This is an optimization exercise on Yosys and OpenROAD, whose aim is small area and a short achievable clock period, not a production implementation. The RTL was checked by simulation tests, not by an equivalence proof against the original design. No activity file was given, so power comes from the tool's default toggle rates.

==> design/flow/design.v <==
module reset_ff #(parameter WIDTH = 8) (
    input       clk, rst,
    input       [WIDTH-1:0] d,
    output reg  [WIDTH-1:0] q
);
always @(posedge clk or posedge rst) begin
    if (rst) q <= 0;
    else     q <= d;
end
endmodule
module adder #(parameter WIDTH = 32) (
    input       [WIDTH-1:0] a, b,
    output      [WIDTH-1:0] sum
);
assign sum = a + b;
endmodule
module mux2 #(parameter WIDTH = 8) (
    input       [WIDTH-1:0] d0, d1,
    input       sel,
    output      [WIDTH-1:0] y
);
assign y = sel ? d1 : d0;
endmodule
module mux4 #(parameter WIDTH = 8) (
    input       [WIDTH-1:0] d0, d1, d2, d3,
    input       [1:0] sel,
    output      [WIDTH-1:0] y
);
assign y = sel[1] ? (sel[0] ? d3 : d2) : (sel[0] ? d1 : d0);
endmodule
module imm_extend (
    input  [31:7]     instr,
    input  [ 1:0]     immsrc,
    output reg [31:0] immext
);
always @(*) begin
    case(immsrc)
        2'b00:   immext = {{20{instr[31]}}, instr[31:20]};
        2'b01:   immext = {{20{instr[31]}}, instr[31:25], instr[11:7]};
        2'b10:   immext = {{20{instr[31]}}, instr[7], instr[30:25], instr[11:8], 1'b0};
        2'b11:   immext = {{12{instr[31]}}, instr[19:12], instr[20], instr[30:21], 1'b0};
        default: immext = 32'bx;  
    endcase
end
endmodule
module reg_file #(parameter DATA_WIDTH = 32) (
    input       clk,
    input       wr_en,
    input       [4:0] rd_addr1, rd_addr2, wr_addr,
    input       [DATA_WIDTH-1:0] wr_data,
    output      [DATA_WIDTH-1:0] rd_data1, rd_data2
);
reg [DATA_WIDTH-1:0] reg_file_arr [0:31];
always @(posedge clk) begin
    if (wr_en) reg_file_arr[wr_addr] <= wr_data;
end
assign rd_data1 = ( rd_addr1 != 0 ) ? reg_file_arr[rd_addr1] : 0;
assign rd_data2 = ( rd_addr2 != 0 ) ? reg_file_arr[rd_addr2] : 0;
endmodule
module alu #(parameter WIDTH = 32) (
    input       [WIDTH-1:0] a, b,        
    input       [3:0] alu_ctrl,          
    output reg  [WIDTH-1:0] alu_out,     
    output      zero                     
);
always @(a, b, alu_ctrl) begin
    case (alu_ctrl)
        4'b0000:  alu_out <= a + b;        
        4'b0001:  alu_out <= a + ~b + 1;   
        4'b0010:  alu_out <= a & b;        
        4'b0011:  alu_out <= a | b;        
		  4'b0110:  alu_out <= ({1'b0 , a} < {1'b0 , b}) ? 3'd1 : 3'd0;  
		  4'b0100:  alu_out <= a << b;       
		  4'b0111:  alu_out <= a ^ b;        
		  4'b0101:  alu_out <= ($signed(a)   < $signed(b)) ? 3'd1 : 3'd0;  
		  4'b1111:  alu_out <= ($signed(a)  >> $signed(b));  
		  4'b1101:  alu_out <= ($signed(a) >>> $signed(b));  
		  4'b1001:  alu_out <= a << b;  
        4'b0101:  begin                    
                     if (a[31] != b[31]) alu_out <= a[31] ? 0 : 1;
                     else alu_out <= a < b ? 1 : 0;
                 end
        default: alu_out = 0;
    endcase
end
assign zero = (alu_out == 0) ? 1'b1 : 1'b0;
endmodule
module alu_decoder (
    input            opb5,
    input [2:0]      funct3,
    input            funct7b5,
    input [1:0]      ALUOp,
    output reg [3:0] ALUControl
);
always @(*) begin
    case (ALUOp)
        2'b00: ALUControl = 4'b0000;              
        2'b01: ALUControl = 4'b0001;              
        default:
            case (funct3)  
                3'b000: begin
                    if   (funct7b5 & opb5) ALUControl = 4'b0001;  
                    else ALUControl = 4'b0000;  
                end
					 3'b001: begin
									if (!funct7b5 & !opb5) ALUControl = 4'b0100;  
							      else                   ALUControl = 4'b1001;  
								end
					 3'b101:  begin
			                  if (!funct7b5 & !opb5) ALUControl = 4'b1111;  
								   else ALUControl = 4'b1101;  
						       end 			
					 3'b100:  ALUControl = 4'b0111;  
					 3'b011:  ALUControl = 4'b0110;  
                3'b010:  ALUControl = 4'b0101;  
                3'b110:  ALUControl = 4'b0011;  
                3'b111:  ALUControl = 4'b0010;  
                default: ALUControl = 4'b0000;  
            endcase
    endcase
end
endmodule
module main_decoder (
    input  [6:0] op,
	 input  [2:0] funct3, 
	 input        Zero, ALUR31,
    output [1:0] ResultSrc,
    output       MemWrite, Branch, ALUSrc,
    output       RegWrite, Jump, Jalr,
    output [1:0] ImmSrc,
    output [1:0] ALUOp
);
reg [10:0] controls;
reg TakeBranch;
always @(*) begin
TakeBranch = 0;
    casez (op)
        7'b0000011: controls = 11'b1_00_1_0_01_00_0_0;  
        7'b0100011: controls = 11'b0_01_1_1_00_00_0_0;  
        7'b0110011: controls = 11'b1_00_0_0_00_10_0_0;  
        7'b1100011: begin  
						  controls = 11'b0_10_0_0_00_01_0_0;
							  case(funct3)
								  3'b000: TakeBranch =    Zero;
								  3'b001: TakeBranch =   !Zero;
								  3'b101: TakeBranch = !ALUR31;
								  3'b100: TakeBranch =  ALUR31;
								  3'b111: TakeBranch = !ALUR31;
								  3'b110: TakeBranch =  ALUR31;
							  endcase
						  end
        7'b0010011: controls = 11'b1_00_1_0_00_10_0_0;  
        7'b1101111: controls = 11'b1_11_0_0_10_00_1_0;  
		  7'b1100111: controls = 11'b1_00_1_0_10_00_0_1;  
		  7'b0?10111: controls = 11'b1_00_0_0_11_00_0_0;  
        default:    controls = 11'b0_00_0_0_00_00_0_0;  
    endcase
end
assign Branch = TakeBranch;
assign {RegWrite, ImmSrc, ALUSrc, MemWrite, ResultSrc, ALUOp, Jump, Jalr} = controls;
endmodule
module controller (
    input [6:0]  op,
    input [2:0]  funct3,
    input        funct7b5,
    input        Zero, ALUR31,
    output       [1:0] ResultSrc,
    output       MemWrite,
    output       PCSrc, ALUSrc,
    output       RegWrite, Jump, Jalr,
    output [1:0] ImmSrc,
    output [3:0] ALUControl
);
wire [1:0] ALUOp;
wire       Branch;
main_decoder    md (op, funct3, Zero, ALUR31, ResultSrc, MemWrite, Branch,
                    ALUSrc, RegWrite, Jump, Jalr, ImmSrc, ALUOp);
alu_decoder     ad (op[5], funct3, funct7b5, ALUOp, ALUControl);
assign PCSrc = Branch | Jump;
endmodule
module datapath (
    input         clk, reset,
    input [1:0]   ResultSrc,
    input         PCSrc, ALUSrc,
    input         RegWrite,
    input [1:0]   ImmSrc,
    input [3:0]   ALUControl,
	 input         Jalr,
    output        Zero, ALUR31,
    output [31:0] PC,
    input  [31:0] Instr,
    output [31:0] Mem_WrAddr, Mem_WrData,
    input  [31:0] ReadData,
    output [31:0] Result
);
wire [31:0] PCNext, PCJalr, PCPlus4, PCTarget, AuiPC, LAuiPC;
wire [31:0] ImmExt, SrcA, SrcB, WriteData, ALUResult;
mux2 #(32) pcmux (PCPlus4, PCTarget, PCSrc, PCNext);
mux2 #(32) jalmux (PCNext, ALUResult, Jalr, PCJalr);
reset_ff #(32) pcreg (clk, reset, PCJalr, PC);
adder pcadd4 (PC, 32'd4, PCPlus4);
adder pcaddbranch (PC, ImmExt, PCTarget);
reg_file       rf (clk, RegWrite, Instr[19:15], Instr[24:20], Instr[11:7], Result, SrcA, WriteData);
imm_extend     ext (Instr[31:7], ImmSrc, ImmExt);
mux2 #(32)     srcbmux(WriteData, ImmExt, ALUSrc, SrcB);
alu            alu (SrcA, SrcB, ALUControl, ALUResult, Zero);
adder #(32) auipcadder ({Instr[31:12], 12'b0}, PC, AuiPC);
mux2 #(32) laaipcmux (AuiPC, {Instr[31:12], 12'b0},Instr[5], LAuiPC);
mux4 #(32)     resultmux(ALUResult, ReadData, PCPlus4, LAuiPC, ResultSrc, Result);
assign ALUR31     = ALUResult[31];
assign Mem_WrData = WriteData;
assign Mem_WrAddr = ALUResult;
endmodule
module riscv_cpu (
    input         clk, reset,
    output [31:0] PC,
    input  [31:0] Instr,
    output        MemWrite,
    output [31:0] Mem_WrAddr, Mem_WrData,
    input  [31:0] ReadData,
    output [31:0] Result
);
wire        ALUSrc, RegWrite, Jump, Jalr, Zero, ALUR31;
wire [1:0]  ResultSrc, ImmSrc;
wire [3:0]  ALUControl;
controller  c   (Instr[6:0], Instr[14:12], Instr[30], Zero, ALUR31,
                ResultSrc, MemWrite, PCSrc, ALUSrc, RegWrite, Jump, Jalr,
                ImmSrc, ALUControl);
datapath    dp  (clk, reset, ResultSrc, PCSrc,
                ALUSrc, RegWrite, ImmSrc, ALUControl, Jalr,
                Zero, ALUR31, PC, Instr, Mem_WrAddr, Mem_WrData, ReadData, Result);
endmodule
==> design/flow/run.sh <==
#!/bin/bash
# synth_recipe.tcl (not shown) runs the flow's synth.tcl, then flattens the netlist and writes it again
# the make line also repeats each setting of config.mk as NAME=value (left out here)
make -C /OpenROAD-flow-scripts/flow DESIGN_CONFIG=/design/flow/config.mk WORK_HOME=/design/flow/orfs CLKGATE_MAP_FILE= SYNTH_SCRIPT=/design/flow/synth_recipe.tcl finish
==> design/flow/config.mk <==
export PLATFORM = sky130hd
export DESIGN_NAME = riscv_cpu
export DESIGN_NICKNAME = riscv_cpu
export VERILOG_FILES = /design/flow/design.v
export SDC_FILE = /design/flow/constraint.sdc
export NUM_CORES = 4
export LEC_CHECK = 0
export CAP_MARGIN = 20
export CORE_MARGIN = 2
export CORE_UTILIZATION = 40
export PLACE_DENSITY = 0.6
export SETUP_SLACK_MARGIN = 0.5
export SLEW_MARGIN = 20
==> design/flow/constraint.sdc <==
create_clock -name core_clock -period 13.0 [get_ports {clk}]
set_input_delay 2.6000 -clock core_clock [delete_from_list [all_inputs] [get_ports {clk}]]
set_output_delay 2.6000 -clock core_clock [all_outputs]
set_load 0.01 [all_outputs]
==> impl_metrics.csv <==
group,metric,value,unit
status,status,"complete, no violations",
setup_path,reg2reg_from,"dp.rf.reg_file_arr[24][0]$_DFFE_PP_",
timing,final.setup.tns,0,ns
logic_synthesis,synth_fp_nets,5296,
logic_synthesis,ys_warn_count,7,
global_routing,grt_pass1_wl,399000,um
setup_path,timing.rr.end,"dp.pcreg.q[18]$_DFF_PP0_",
placement,gp_congestion,1.07,
route,vias,52600,
timing,finalCritPeriodShare,0.971,
floorplanning,coreArea,0.159,sq mm
hold_path,hp-class,"reg2reg",
clocking,clk_pin_slew,0.06,ns
clocking,insertion_delay,0.77,ns
route,firstDrtPassIters,6,
placement,portBuffers,194,
timing,finalMaxSlewViolations,0,
global_routing,grtUsageMet2,0.521,
logic_synthesis,avgSynthCellArea,12.6,sq um
global_routing,grt-ovfl-total,0,
route,drc,0,
timing,setup_viol_count_final,0,
setup_path,cp.arrival,10.03,ns
timing,period_needed,12.63,ns
clocking,clkSinkCount,1056,
clocking,cts_root_buffer,"clkbuf_16",
setup_path,cp-endpoint,"Result[12]",
setup_path,worst-setup-path-type,"in2out",
clocking,htree_levels,3,
logic_synthesis,syn_area,0.0639,sq mm
final_layout,multi_input_area,0.0307,sq mm
route,drt-initial-drc-count,8198,
route,ant_nets,0,
final_layout,layout-area-overhead-vs-synth,15.4,%
logic_synthesis,synth_cells,5078,
timing,hold_slack,0.660,ns
floorplanning,die_x,404,um
floorplanning,num_io_pins,195,
placement,dp_hpwl,197000,um
logic_synthesis,synth_ff_type,"edfxtp_1",
clocking,cts_buffer_depth,3,
floorplanning,die-area,0.163,sq mm
route,wl,291000,um
logic_synthesis,synth_edf_count,1024,
final_layout,fillCellCount,14200,
global_routing,grt-busiest-layer,"met2",
timing,max_slew_margin,0.134,
clocking,hold_buffers,0,
setup_path,endpoint_kind,"output pin",
logic_synthesis,async_flop_share,0.0303,
route,via_per_inst,6.99,
floorplanning,die_y,404,um
power_and_ir_drop,irDropWorstVdd,0.139,mV
global_routing,grtUsageMet1,0.438,
setup_path,r2r_cells,27,
logic_synthesis,yosysUniqueCellTypes,97,
clocking,numCtsBuffers,110,
clocking,cts_tree,"built",
setup_path,rrSetupSlack,4.24,ns
floorplanning,start_util,0.403,
timing,fmax,0.0792,GHz
timing,hold_viol,0,
timing,clock_skew,0.0693,ns
final_layout,drive_above_1_share,0.192,
global_routing,antenna_found_initial,24,
logic_synthesis,ys_ff_latch,1056,
final_layout,final_nets,5554,
setup_path,cp-startpoint,"Instr[21]",
global_routing,use_met3,0.102,
setup_path,start_kind,"input port",
timing,max_slew.worst_pin.slew,1.29,ns
setup_path,required,10.40,ns
timing,rsz0062_at_grt,"no",
global_routing,grt_usage,0.350,
route,wire_per_inst,38.8,um
floorplanning,core.rowCount,146,
power_and_ir_drop,powerDensity,157,mW/mm^2
run,drv_cap,0,
power_and_ir_drop,leakage,0.0259,uW
final_layout,layout.area.seq,0.0316,sq mm
global_routing,grt_pass1_vias,49600,
logic_synthesis,ys_seq_area_frac,0.494,
setup_path,crit_path_max_fanout,69,
global_routing,grt_max_degree,102,
[metrics by stage]
step	std cells	total power [uW]	cell area (sq um)	utilization	setup WS [ns]
after floorplan	5078	6420	63900	-	0.307
after global placement	7294	8240	69900	0.441	0.0892
after detailed placement	7294	8250	69900	0.441	0.0222
after CTS	7499	11400	73500	0.464	0.515
after global routing	7502	11900	73700	0.465	0.501
final	7517	11600	73700	0.465	0.373
[routing by layer]
| metal | vias to the layer above | part of all wire | routed length, um |
|---|---|---|---|
| li1 | 21000 | - | - |
| met1 | 26500 | 0.35 | 103000 |
| met2 | 4029 | 0.43 | 126000 |
| met3 | 1011 | 0.13 | 37300 |
| met4 | 20 | 0.085 | 24900 |
| met5 | - | 0.00045 | 131 |
[logic make-up after synthesis]
group	count (synthesis)	share of synthesized area
AOI/OAI and AO/OA	1288	0.141
xor gates and xnor gates	75	0.0103
DFF	1056	0.494
buffers and inverters	512	0.0354
muxes	863	0.205
adders and majority gates	152	0.0302
and+or+nand+nor	1132	0.0847
[report_power, final]
group | switching (uW) | internal (uW)
clock | 1390 | 1810
sequential | 143 | 4210
combinational | 2660 | 1360
total | 4190 | 7380
[synth_stat cells, drive strengths merged, types with 35 or more instances]
| cell type | count | share of area |
|---|---|---|
| nand2 | 301 | 0.018 |
| a22oi | 219 | 0.026 |
| mux2 | 37 | 0.0065 |
| a21o | 41 | 0.0048 |
| buf | 202 | 0.017 |
| nor2b | 36 | 0.0035 |
| xnor2 | 52 | 0.0071 |
| a221oi | 37 | 0.0051 |
| nand3 | 134 | 0.011 |
| mux2i | 476 | 0.075 |
| edfxtp | 1024 | 0.48 |
| mux4 | 350 | 0.12 |
| a211oi | 55 | 0.0065 |
| nor2 | 318 | 0.019 |
| a22o | 36 | 0.0049 |
| nor3 | 93 | 0.0075 |
| ha | 148 | 0.029 |
| o22ai | 48 | 0.0047 |
| a21oi | 204 | 0.016 |
| clkbuf | 174 | 0.010 |
| and3 | 35 | 0.0034 |
| a31oi | 55 | 0.0054 |
| inv | 134 | 0.0079 |
| o211ai | 75 | 0.0088 |
| o21ai | 220 | 0.017 |
[repair_timing]
| item | 4_1_cts | 5_1_grt |
|---|---|---|
| gates resized for setup | 7 | 15 |
| setup buffers | 0 | 2 |
| endpoints found under the hold margin | 0 | 0 |
| pin swaps | 0 | 2 |
| setup endpoints to repair | 4 | 11 |
[critical path, cell delays in order]
cell and delay (ns):
buf_12 0.36, buf_12 0.38, mux4_2 0.36, a22o_1 0.25, a211oi_1 0.47, a2111oi_4 0.21
a21oi_1 0.88, and2_1 0.26, and2_0 0.62, nand3_2 0.20, buf_12 0.24, o221ai_1 0.35
o21ai_0 0.13, o21bai_1 0.84, mux2i_1 0.18, nor2_1 0.19, a21o_1 0.54, clkdlybuf4s50_1 0.66
[area by class of cell]
cell class	instances	share of cell area
clock inverter	67	0.00990
clock buffer	138	0.0389
inverter	136	0.00693
antenna	16	0.000543
tap	2072	0.0352
multi-input combinational	3510	0.417
sequential	1056	0.428
timing repair buffer	522	0.0635
[cell usage in the layout, fill, tap and decap left out, types with 33 or more instances in the layout]
master,n
a211oi_1,53
a21o_1,41
a21oi_1,199
a221oi_1,36
a22o_1,36
a22oi_1,218
a31oi_1,52
and3_1,34
buf_4,309
clkbuf_16,110
clkdlybuf4s50_1,183
edfxtp_1,1024
ha_1,147
inv_1,127
mux2_2,37
mux2i_1,476
mux4_2,350
nand2_1,300
nand3_1,133
nor2_1,279
nor2_4,34
nor3_1,87
o211ai_1,75
o21ai_0,187
o22ai_1,48
or3_1,33
xnor2_1,52
[flip-flops by register name (all words and copies together) (netlist names)]
| register | count |
|---|---|
| dp.rf.reg_file_arr | 1024 |
| dp.pcreg.q | 32 |
[worst min-delay path by stage]
stage,startpoint,to,slack [ns],cells after the start
2_1_floorplan,dp.pcreg.q[0]$_DFFE_PP0P_,dp.pcreg.q[0]$_DFFE_PP0P_,0.61,2
3_3_place_gp,dp.pcreg.q[1]$_DFFE_PP0P_,dp.pcreg.q[1]$_DFFE_PP0P_,0.64,2
3_5_place_dp,dp.pcreg.q[0]$_DFFE_PP0P_,dp.pcreg.q[0]$_DFFE_PP0P_,0.65,2
4_1_cts,dp.pcreg.q[0]$_DFFE_PP0P_,dp.pcreg.q[0]$_DFFE_PP0P_,0.66,2
5_1_grt,dp.pcreg.q[0]$_DFFE_PP0P_,dp.pcreg.q[0]$_DFFE_PP0P_,0.69,2
6_report,dp.pcreg.q[1]$_DFFE_PP0P_,dp.pcreg.q[1]$_DFFE_PP0P_,0.66,2

afterwards: timing with drivers on the ports:
Ports are ideal in the flow. The routed layout listed here was re-timed in OpenROAD.
Step 1, drivers: a clkbuf_16 drives clk and a buf_2 each remaining input, both assumed.
Step 2 times the ports against the registers' clock, not the clock port: input delays grow and output delays shrink by t, the midpoint of the rising clock arrivals with the driver on.
Slacks: no drivers / after step 1 / after step 2; pairs: no drivers / after step 1.
t (ns): 0.818
setup slack, ns: 0.373 / 0.308 / 0.308
latest minus earliest clock arrival (ns): 0.070 / 0.069
pins driven straight from the clock port: 1
After both steps this run still meets setup and hold. For this run, drivers alone change the setup slack by -0.065 ns; drivers and shift together by -0.065 ns.
